This is an optimization exercise on Yosys and OpenROAD, whose aim is small area and a short achievable clock period, not a production implementation. Function not checked in this run: the RTL went through the layout flow alone. Power is estimated from default activity; no workload was simulated.

===== flow/design.v =====
module pe_mac (
    input  wire [7:0]  a,
    input  wire [7:0]  b,
    input  wire [23:0] acc,
    output wire [23:0] y
);
  wire pp0_0, pp0_1, pp0_2, pp0_3, pp0_4, pp0_5, pp0_6, pp0_7;
  assign pp0_0 = a[0] & b[0];
  assign pp0_1 = a[0] & b[1];
  assign pp0_2 = a[0] & b[2];
  assign pp0_3 = a[0] & b[3];
  assign pp0_4 = a[0] & b[4];
  assign pp0_5 = a[0] & b[5];
  assign pp0_6 = a[0] & b[6];
  assign pp0_7 = a[0] & b[7];
  wire pp1_0, pp1_1, pp1_2, pp1_3, pp1_4, pp1_5, pp1_6, pp1_7;
  assign pp1_0 = a[1] & b[0];
  assign pp1_1 = a[1] & b[1];
  assign pp1_2 = a[1] & b[2];
  assign pp1_3 = a[1] & b[3];
  assign pp1_4 = a[1] & b[4];
  assign pp1_5 = a[1] & b[5];
  assign pp1_6 = a[1] & b[6];
  assign pp1_7 = a[1] & b[7];
  wire pp2_0, pp2_1, pp2_2, pp2_3, pp2_4, pp2_5, pp2_6, pp2_7;
  assign pp2_0 = a[2] & b[0];
  assign pp2_1 = a[2] & b[1];
  assign pp2_2 = a[2] & b[2];
  assign pp2_3 = a[2] & b[3];
  assign pp2_4 = a[2] & b[4];
  assign pp2_5 = a[2] & b[5];
  assign pp2_6 = a[2] & b[6];
  assign pp2_7 = a[2] & b[7];
  wire pp3_0, pp3_1, pp3_2, pp3_3, pp3_4, pp3_5, pp3_6, pp3_7;
  assign pp3_0 = a[3] & b[0];
  assign pp3_1 = a[3] & b[1];
  assign pp3_2 = a[3] & b[2];
  assign pp3_3 = a[3] & b[3];
  assign pp3_4 = a[3] & b[4];
  assign pp3_5 = a[3] & b[5];
  assign pp3_6 = a[3] & b[6];
  assign pp3_7 = a[3] & b[7];
  wire pp4_0, pp4_1, pp4_2, pp4_3, pp4_4, pp4_5, pp4_6, pp4_7;
  assign pp4_0 = a[4] & b[0];
  assign pp4_1 = a[4] & b[1];
  assign pp4_2 = a[4] & b[2];
  assign pp4_3 = a[4] & b[3];
  assign pp4_4 = a[4] & b[4];
  assign pp4_5 = a[4] & b[5];
  assign pp4_6 = a[4] & b[6];
  assign pp4_7 = a[4] & b[7];
  wire pp5_0, pp5_1, pp5_2, pp5_3, pp5_4, pp5_5, pp5_6, pp5_7;
  assign pp5_0 = a[5] & b[0];
  assign pp5_1 = a[5] & b[1];
  assign pp5_2 = a[5] & b[2];
  assign pp5_3 = a[5] & b[3];
  assign pp5_4 = a[5] & b[4];
  assign pp5_5 = a[5] & b[5];
  assign pp5_6 = a[5] & b[6];
  assign pp5_7 = a[5] & b[7];
  wire pp6_0, pp6_1, pp6_2, pp6_3, pp6_4, pp6_5, pp6_6, pp6_7;
  assign pp6_0 = a[6] & b[0];
  assign pp6_1 = a[6] & b[1];
  assign pp6_2 = a[6] & b[2];
  assign pp6_3 = a[6] & b[3];
  assign pp6_4 = a[6] & b[4];
  assign pp6_5 = a[6] & b[5];
  assign pp6_6 = a[6] & b[6];
  assign pp6_7 = a[6] & b[7];
  wire pp7_0, pp7_1, pp7_2, pp7_3, pp7_4, pp7_5, pp7_6, pp7_7;
  assign pp7_0 = a[7] & b[0];
  assign pp7_1 = a[7] & b[1];
  assign pp7_2 = a[7] & b[2];
  assign pp7_3 = a[7] & b[3];
  assign pp7_4 = a[7] & b[4];
  assign pp7_5 = a[7] & b[5];
  assign pp7_6 = a[7] & b[6];
  assign pp7_7 = a[7] & b[7];
  wire s0, c0, s1, c1, s2, c2, s3, c3, s4, c4, s5, c5, s6, c6, s7, c7;
  wire s8, c8, s9, c9, s10, c10, s11, c11, s12, c12, s13, c13, s14, c14, s15, c15;
  wire s16, c16, s17, c17, s18, c18, s19, c19, s20, c20, s21, c21, s22, c22, s23, c23;
  wire s24, c24, s25, c25, s26, c26, s27, c27, s28, c28, s29, c29, s30, c30, s31, c31;
  wire s32, c32, s33, c33, s34, c34, s35, c35, s36, c36, s37, c37, s38, c38, s39, c39;
  wire s40, c40, s41, c41, s42, c42, s43, c43, s44, c44, s45, c45, s46, c46, s47, c47;
  wire s48, c48, s49, c49, s50, c50, s51, c51, s52, c52, s53, c53, s54, c54, s55, c55;
  assign s0 = acc[1] ^ pp0_1 ^ pp1_0;
  assign c0 = (acc[1] & pp0_1) | (acc[1] & pp1_0) | (pp0_1 & pp1_0);
  assign s1 = acc[2] ^ pp0_2 ^ pp1_1;
  assign c1 = (acc[2] & pp0_2) | (acc[2] & pp1_1) | (pp0_2 & pp1_1);
  assign s2 = pp2_0 ^ c0 ^ s1;
  assign c2 = (pp2_0 & c0) | (pp2_0 & s1) | (c0 & s1);
  assign s3 = acc[3] ^ pp0_3 ^ pp1_2;
  assign c3 = (acc[3] & pp0_3) | (acc[3] & pp1_2) | (pp0_3 & pp1_2);
  assign s4 = pp2_1 ^ pp3_0 ^ c1;
  assign c4 = (pp2_1 & pp3_0) | (pp2_1 & c1) | (pp3_0 & c1);
  assign s5 = s3 ^ s4 ^ c2;
  assign c5 = (s3 & s4) | (s3 & c2) | (s4 & c2);
  assign s6 = acc[4] ^ pp0_4 ^ pp1_3;
  assign c6 = (acc[4] & pp0_4) | (acc[4] & pp1_3) | (pp0_4 & pp1_3);
  assign s7 = pp2_2 ^ pp3_1 ^ pp4_0;
  assign c7 = (pp2_2 & pp3_1) | (pp2_2 & pp4_0) | (pp3_1 & pp4_0);
  assign s8 = c3 ^ s6 ^ s7;
  assign c8 = (c3 & s6) | (c3 & s7) | (s6 & s7);
  assign s9 = c4 ^ s8 ^ c5;
  assign c9 = (c4 & s8) | (c4 & c5) | (s8 & c5);
  assign s10 = acc[5] ^ pp0_5 ^ pp1_4;
  assign c10 = (acc[5] & pp0_5) | (acc[5] & pp1_4) | (pp0_5 & pp1_4);
  assign s11 = pp2_3 ^ pp3_2 ^ pp4_1;
  assign c11 = (pp2_3 & pp3_2) | (pp2_3 & pp4_1) | (pp3_2 & pp4_1);
  assign s12 = pp5_0 ^ c6 ^ c7;
  assign c12 = (pp5_0 & c6) | (pp5_0 & c7) | (c6 & c7);
  assign s13 = s10 ^ s11 ^ s12;
  assign c13 = (s10 & s11) | (s10 & s12) | (s11 & s12);
  assign s14 = c8 ^ s13 ^ c9;
  assign c14 = (c8 & s13) | (c8 & c9) | (s13 & c9);
  assign s15 = acc[6] ^ pp0_6 ^ pp1_5;
  assign c15 = (acc[6] & pp0_6) | (acc[6] & pp1_5) | (pp0_6 & pp1_5);
  assign s16 = pp2_4 ^ pp3_3 ^ pp4_2;
  assign c16 = (pp2_4 & pp3_3) | (pp2_4 & pp4_2) | (pp3_3 & pp4_2);
  assign s17 = pp5_1 ^ pp6_0 ^ c10;
  assign c17 = (pp5_1 & pp6_0) | (pp5_1 & c10) | (pp6_0 & c10);
  assign s18 = c11 ^ s15 ^ s16;
  assign c18 = (c11 & s15) | (c11 & s16) | (s15 & s16);
  assign s19 = c12 ^ s17 ^ s18;
  assign c19 = (c12 & s17) | (c12 & s18) | (s17 & s18);
  assign s20 = c13 ^ s19 ^ c14;
  assign c20 = (c13 & s19) | (c13 & c14) | (s19 & c14);
  assign s21 = acc[7] ^ pp0_7 ^ pp1_6;
  assign c21 = (acc[7] & pp0_7) | (acc[7] & pp1_6) | (pp0_7 & pp1_6);
  assign s22 = pp2_5 ^ pp3_4 ^ pp4_3;
  assign c22 = (pp2_5 & pp3_4) | (pp2_5 & pp4_3) | (pp3_4 & pp4_3);
  assign s23 = pp5_2 ^ pp6_1 ^ pp7_0;
  assign c23 = (pp5_2 & pp6_1) | (pp5_2 & pp7_0) | (pp6_1 & pp7_0);
  assign s24 = c15 ^ c16 ^ s21;
  assign c24 = (c15 & c16) | (c15 & s21) | (c16 & s21);
  assign s25 = s22 ^ s23 ^ c17;
  assign c25 = (s22 & s23) | (s22 & c17) | (s23 & c17);
  assign s26 = c18 ^ s24 ^ s25;
  assign c26 = (c18 & s24) | (c18 & s25) | (s24 & s25);
  assign s27 = c19 ^ s26 ^ c20;
  assign c27 = (c19 & s26) | (c19 & c20) | (s26 & c20);
  assign s28 = acc[8] ^ pp1_7 ^ pp2_6;
  assign c28 = (acc[8] & pp1_7) | (acc[8] & pp2_6) | (pp1_7 & pp2_6);
  assign s29 = pp3_5 ^ pp4_4 ^ pp5_3;
  assign c29 = (pp3_5 & pp4_4) | (pp3_5 & pp5_3) | (pp4_4 & pp5_3);
  assign s30 = pp6_2 ^ pp7_1 ^ c21;
  assign c30 = (pp6_2 & pp7_1) | (pp6_2 & c21) | (pp7_1 & c21);
  assign s31 = c22 ^ c23 ^ s28;
  assign c31 = (c22 & c23) | (c22 & s28) | (c23 & s28);
  assign s32 = s29 ^ s30 ^ c24;
  assign c32 = (s29 & s30) | (s29 & c24) | (s30 & c24);
  assign s33 = s31 ^ c25 ^ s32;
  assign c33 = (s31 & c25) | (s31 & s32) | (c25 & s32);
  assign s34 = c26 ^ s33 ^ c27;
  assign c34 = (c26 & s33) | (c26 & c27) | (s33 & c27);
  assign s35 = acc[9] ^ pp2_7 ^ pp3_6;
  assign c35 = (acc[9] & pp2_7) | (acc[9] & pp3_6) | (pp2_7 & pp3_6);
  assign s36 = pp4_5 ^ pp5_4 ^ pp6_3;
  assign c36 = (pp4_5 & pp5_4) | (pp4_5 & pp6_3) | (pp5_4 & pp6_3);
  assign s37 = pp7_2 ^ c28 ^ c29;
  assign c37 = (pp7_2 & c28) | (pp7_2 & c29) | (c28 & c29);
  assign s38 = s35 ^ s36 ^ c30;
  assign c38 = (s35 & s36) | (s35 & c30) | (s36 & c30);
  assign s39 = s37 ^ c31 ^ c32;
  assign c39 = (s37 & c31) | (s37 & c32) | (c31 & c32);
  assign s40 = s38 ^ c33 ^ s39;
  assign c40 = (s38 & c33) | (s38 & s39) | (c33 & s39);
  assign s41 = acc[10] ^ pp3_7 ^ pp4_6;
  assign c41 = (acc[10] & pp3_7) | (acc[10] & pp4_6) | (pp3_7 & pp4_6);
  assign s42 = pp5_5 ^ pp6_4 ^ pp7_3;
  assign c42 = (pp5_5 & pp6_4) | (pp5_5 & pp7_3) | (pp6_4 & pp7_3);
  assign s43 = c35 ^ c36 ^ s41;
  assign c43 = (c35 & c36) | (c35 & s41) | (c36 & s41);
  assign s44 = s42 ^ c37 ^ s43;
  assign c44 = (s42 & c37) | (s42 & s43) | (c37 & s43);
  assign s45 = c38 ^ s44 ^ c39;
  assign c45 = (c38 & s44) | (c38 & c39) | (s44 & c39);
  assign s46 = acc[11] ^ pp4_7 ^ pp5_6;
  assign c46 = (acc[11] & pp4_7) | (acc[11] & pp5_6) | (pp4_7 & pp5_6);
  assign s47 = pp6_5 ^ pp7_4 ^ c41;
  assign c47 = (pp6_5 & pp7_4) | (pp6_5 & c41) | (pp7_4 & c41);
  assign s48 = c42 ^ s46 ^ s47;
  assign c48 = (c42 & s46) | (c42 & s47) | (s46 & s47);
  assign s49 = c43 ^ c44 ^ s48;
  assign c49 = (c43 & c44) | (c43 & s48) | (c44 & s48);
  assign s50 = acc[12] ^ pp5_7 ^ pp6_6;
  assign c50 = (acc[12] & pp5_7) | (acc[12] & pp6_6) | (pp5_7 & pp6_6);
  assign s51 = pp7_5 ^ c46 ^ s50;
  assign c51 = (pp7_5 & c46) | (pp7_5 & s50) | (c46 & s50);
  assign s52 = c47 ^ s51 ^ c48;
  assign c52 = (c47 & s51) | (c47 & c48) | (s51 & c48);
  assign s53 = acc[13] ^ pp6_7 ^ pp7_6;
  assign c53 = (acc[13] & pp6_7) | (acc[13] & pp7_6) | (pp6_7 & pp7_6);
  assign s54 = c50 ^ s53 ^ c51;
  assign c54 = (c50 & s53) | (c50 & c51) | (s53 & c51);
  assign s55 = acc[14] ^ pp7_7 ^ c53;
  assign c55 = (acc[14] & pp7_7) | (acc[14] & c53) | (pp7_7 & c53);
  wire [23:0] r0 = {acc[23], acc[22], acc[21], acc[20], acc[19], acc[18], acc[17], acc[16], acc[15], c54, c52, c49, c45, c40, c34, s34, s27, s20, s14, s9, s5, s2, s0, pp0_0};
  wire [23:0] r1 = {1'b0, 1'b0, 1'b0, 1'b0, 1'b0, 1'b0, 1'b0, 1'b0, c55, s55, s54, s52, s49, s45, s40, 1'b0, 1'b0, 1'b0, 1'b0, 1'b0, 1'b0, 1'b0, 1'b0, acc[0]};
  assign y = r0 + r1;
endmodule
module systolic_array #(
    parameter DATA_WIDTH = 8,
    parameter ARRAY_SIZE = 4,
    parameter ACCUMULATOR_WIDTH = 24
) (
    input  wire                            clk,
    input  wire                            rst_n,
    input  wire                            enable,
    input  wire [ARRAY_SIZE*DATA_WIDTH-1:0]           a_inputs,
    input  wire [ARRAY_SIZE*DATA_WIDTH-1:0]           b_inputs,
    output wire [ARRAY_SIZE*ARRAY_SIZE*ACCUMULATOR_WIDTH-1:0] c_outputs,
    output wire                            computation_done
);
    reg [3:0] counter;
    assign computation_done = (counter >= 4'd9);
    always @(posedge clk or negedge rst_n) begin
        if (!rst_n)
            counter <= 4'd0;
        else if (enable && counter <= 4'd9)
            counter <= counter + 4'd1;
    end
    wire [7:0] a_op [0:3][0:3];
    wire [7:0] b_op [0:3][0:3];
    genvar i, j;
    generate
        for (i = 0; i < 4; i = i + 1) begin : row
            for (j = 0; j < 4; j = j + 1) begin : col
                reg  [23:0] acc;
                wire [23:0] acc_next;
                if (j == 0) begin : a_edge
                    assign a_op[i][j] = a_inputs[i*8 +: 8];
                end else begin : a_int
                    assign a_op[i][j] = row[i].col[j-1].a_reg;
                end
                if (i == 0) begin : b_edge
                    assign b_op[i][j] = b_inputs[j*8 +: 8];
                end else begin : b_int
                    assign b_op[i][j] = row[i-1].col[j].b_reg;
                end
                reg [7:0] a_reg;
                reg [7:0] b_reg;
                if (j < 3) begin : a_keep
                    always @(posedge clk or negedge rst_n) begin
                        if (!rst_n)
                            a_reg <= 8'd0;
                        else if (enable)
                            a_reg <= a_op[i][j];
                    end
                end
                if (i < 3) begin : b_keep
                    always @(posedge clk or negedge rst_n) begin
                        if (!rst_n)
                            b_reg <= 8'd0;
                        else if (enable)
                            b_reg <= b_op[i][j];
                    end
                end
                pe_mac mac (
                    .a(a_op[i][j]),
                    .b(b_op[i][j] & {8{enable}}),
                    .acc(acc),
                    .y(acc_next)
                );
                always @(posedge clk or negedge rst_n) begin
                    if (!rst_n)
                        acc <= 24'd0;
                    else
                        acc <= acc_next;
                end
                assign c_outputs[(i*4+j)*24 +: 24] = acc;
            end
        end
    endgenerate
endmodule

===== flow/run.sh =====
#!/bin/bash
# synth_recipe.tcl (not shown) runs the flow's synth.tcl, then flattens the netlist and writes it again
# the make line also repeats each setting of config.mk as NAME=value (left out here)
make -C /OpenROAD-flow-scripts/flow DESIGN_CONFIG=/design/flow/config.mk WORK_HOME=/design/flow/orfs CLKGATE_MAP_FILE= SYNTH_SCRIPT=/design/flow/synth_recipe.tcl finish

===== flow/constraint.sdc =====
create_clock -name core_clock -period 8.0 [get_ports {clk}]
set_input_delay 1.6000 -clock core_clock [delete_from_list [all_inputs] [get_ports {clk}]]
set_output_delay 1.6000 -clock core_clock [all_outputs]
set_load 0.01 [all_outputs]

===== flow/config.mk =====
export PLATFORM = sky130hd
export DESIGN_NAME = systolic_array
export DESIGN_NICKNAME = systolic_array
export VERILOG_FILES = /design/flow/design.v
export SDC_FILE = /design/flow/constraint.sdc
export NUM_CORES = 4
export LEC_CHECK = 0
export CAP_MARGIN = 20
export CORE_MARGIN = 2
export CORE_UTILIZATION = 40
export SLEW_MARGIN = 20

==> impl_metrics.tcl <==
set metrics [dict create \
    power.density_mw_per_mm2 437 \
    htree_levels 3 \
    slew_viol_final 0 \
    grt_pass1_wl_um 242000 \
    async_flop_share_pct 100 \
    cts_buffer_depth 3 \
    instances_no_fill 7686 \
    synthTopCellsByArea "fa_1 (32%), dfrtp_1 (26%), inv_1 (8.3%)" \
    dp_hpwl_um 115000 \
    crit_family "adder cells" \
    relSlewSlack_pct 37.9 \
    finalSetupViolCount 0 \
    setup_tns_ns 0 \
    dieWidth_um 376 \
    clk-insertion-delay-late_ns 0.68 \
    tightest_slew_ns 0.932 \
    path_cells "clkdlybuf4s50_1 > and2_1 > nand2_1 > fa_1 > inv_1 > fa_1 > fa_1 > fa_1 > fa_1 > fa_1 > fa_1 > inv_1 > fa_1 > inv_1 > ha_1 > nor2b_1 > nand3_1 > nor4_1 > o41ai_2 > nor3b_1 > xor2_1" \
    critPathKind "input port to register" \
    status "timing/DRC/antenna clean" \
    ctsHoldBuffers 0 \
    drt-vias-per-instance 5.14 \
    start_kind "input port" \
    period_share_pct 89.5 \
    cts_resized 0 \
    antenna_left 0 \
    endpoint_kind "register" \
    post-synth-top-count-cell "inv_1" \
    synthFlopType "dfrtp_1" \
    synth.distinct_cells 72 \
    crit_buf_inv 4 \
    grt_remaining_overflow 0 \
    finalClockSkew_ns 0.0283 \
    leakage_nw 31.9 \
    hold_slack_ns 0.467 \
    r2r_slack_ns 1.62 \
    drc 0 \
    vias 39500 \
    yosysTopAreaCell "fa_1" \
    grt_pass1_vias 42300 \
    syn_area_mm2 0.0555 \
    synth-warning-count 1 \
    io_pins 452 \
    synthCells 5465 \
    numCtsBuffers 77 \
    required_ns 8.59 \
    firstDrtPassIters 5 \
    worst_path_most_repeated_cell "fa_1" \
    crit_arrival_ns 7.76 \
    root_buffer "clkbuf_16" \
    area_growth_pct 16.4 \
    yosysTopAreaCellShare_pct 32.3 \
    finalWirelength_um 149000 \
    io_buffers 451 \
    drv_cap 0 \
    rows 136 \
    cts_tree "yes" \
    clk_pin_slew_ns 0.06 \
    drtIter0Drc 2217 \
    critPathMaxStageDelay_ns 0.57 \
    nNetsFinal 6940 \
    fin_util_pct 47.0 \
    yosys-top-cells-count "inv_1 (1,227), fa_1 (896), and3_1 (604)" \
    rsz0062_at_grt "false" \
    max_freq_ghz 0.140 \
    start_util_pct 40.3 \
    finalHoldViolCount 0 \
    wl_per_cell_um 19.4 \
    largest_reg_flops 384 \
    coreArea_mm2 0.137 \
    fin_crit_ns 7.16 \
    synth_fp_nets 6575 \
    antenna_found_initial 10 \
    ys_seq_elements 580 \
    synth_edf_count 0 \
    die_area_mm2 0.142 \
    placedCellCount 7545 \
    grt_max_degree 147 \
    ys_seq_area_share_pct 26.2 \
    finalWeightedCongestion 0.865 \
    ir_drop_mv 0.249 \
    avgSynthCellArea_um2 10.1 \
    layout-drive-gt1-share_pct 7.27 \
    slowest_stage "clkdlybuf4s50_1" \
    holdCritPathClass "register to register" \
    worstPathMaxFanout 4 \
    post_cts_buffers 0 \
    die_h_um 376 \
    grt_usage_pct 21.8 \
    cts.sinks 580 \
]
[layout make-up]
class	count	area, um2
Antenna cell	3	7.51
Clock buffer	106	2230
Clock inverter	32	348
Fill cell	12800	72900
Inverter	1227	4610
Multi-Input combinational cell	3419	35400
Sequential cell	580	14500
Tap cell	1794	2240
Timing Repair Buffer	525	5180
[metal layers]
layer / wire (um) / up-vias / track usage, %
met1: 64600 / 20600 / 29.3
li1: - / 17800 / -
met3: 10000 / 183 / 4.87
met4: 3500 / 4 / 6.20
met5: 27 / - / 0
met2: 71100 / 909 / 35.3
[layout by cell type, fill, tap and decap left out, drive strengths merged, types with 5 or more instances in the layout]
cell type | netlist | layout
nor3b | 17 | 17
nor4 | 6 | 6
o41ai | 6 | 6
and3b | 5 | 5
nand3 | 444 | 444
and4 | 8 | 8
a21oi | 90 | 90
o31ai | 10 | 10
dfrtp | 580 | 580
and2 | 28 | 28
ha | 147 | 147
a31oi | 17 | 17
and4b | 8 | 8
mux2 | 192 | 192
clkbuf | 117 | 106
buf | 122 | 76
nor3 | 19 | 19
o21a | 11 | 11
and3 | 607 | 607
xnor2 | 218 | 218
fa | 896 | 896
o21ai | 43 | 43
clkinv | 0 | 16
clkdlybuf4s50 | 0 | 449
a41o | 6 | 6
nand4b | 10 | 10
inv | 1227 | 1231
nand4 | 40 | 40
nand3b | 11 | 11
nor2 | 100 | 100
o21bai | 5 | 5
bufinv | 0 | 5
xor2 | 131 | 131
a21o | 29 | 29
nor2b | 25 | 25
nand2 | 222 | 222
nand2b | 23 | 23
clkinvlp | 0 | 7
[power by group]
part,leakage [nW],internal [mW],total [mW],switching [mW]
sequential,6.97,4.21,5.70,1.49
combinational,23.7,8.72,18.9,10.2
clock,1.25,2.11,3.58,1.47
total,31.9,15.0,28.2,13.2
[worst reg2reg max path: cells and delay by family, from the launching register on]
family | cells | cell delay, ns
adder cells (fa/ha/maj) | 9 | 3.76
AO/OA/AOI/OAI | 3 | 0.96
flip-flops | 1 | 0.66
AND/OR/NAND/NOR | 3 | 0.57
XOR/XNOR | 1 | 0.18
buffers and inverters | 3 | 0.17
[stage by stage]
step / worst slack [ns] / power, mW / area [um2]
finish: 0.838 / 28.2 / 64600
global route: 0.566 / 31.4 / 64600
CTS: 0.908 / 28.6 / 64600
detailed placement: 0.157 / 24.7 / 62000
global placement: 0.257 / 24.4 / 62000
floorplan: 0.161 / 18.9 / 55500
[cells by family (layout without fill, tap and decap cells)]
logic type / count (synthesis) / in the layout / share of synthesized area [%]
other: 0 / 3 / 0
buffers and inverters: 1466 / 1890 / 9.97
adders and majority gates: 1043 / 1043 / 35.7
AOI/OAI and AO/OA: 256 / 256 / 3.17
xor gates and xnor gates: 349 / 349 / 5.51
and+or+nand+nor: 1579 / 1579 / 15.6
muxes: 192 / 192 / 3.90
DFF: 580 / 580 / 26.2
[path summary, 6_finish.rpt]
kind / startpoint / to / depth (start not counted)
worst max-delay path: b_inputs[25] / row[0].col[3].acc[23] / 21
worst min-delay path: row[0].col[1].acc[23] / row[0].col[1].acc[23] / 1
worst max register to register: row[2].col[1].a_reg[1] / row[2].col[2].acc[23] / 19
worst min register to register: row[0].col[1].acc[23] / row[0].col[1].acc[23] / 1
max in group asynchronous: rst_n / row[3].col[3].acc[8] / 3
min in group asynchronous: rst_n / row[1].col[2].acc[2] / 1

[static timing again, ports no longer ideal]
The flow's constraints put no driver on any port. The routed layout listed below was extracted and timed again, unchanged, in two steps. Step 1 (the two cells are an assumption about what drives the block):
set clk [get_ports {clk}]
set_driving_cell -lib_cell sky130_fd_sc_hd__clkbuf_16 $clk
set_driving_cell -lib_cell sky130_fd_sc_hd__buf_2 [delete_from_list [all_inputs] $clk]
Step 2 times the ports against the registers' clock, not the clock port: input delays grow and output delays shrink by t, the midpoint of the rising clock arrivals with the driver on. Slacks: no drivers / after step 1 / after step 2; pairs: no drivers / after step 1.
t (ns): 0.748
slack for setup (ns): 0.838 / 0.886 / 0.138
clock arrival spread, ns: 0.029 / 0.029
After both steps setup and hold are still met in this run. The setup slack of this run moves by +0.048 ns with the drivers and by -0.700 ns with both steps.
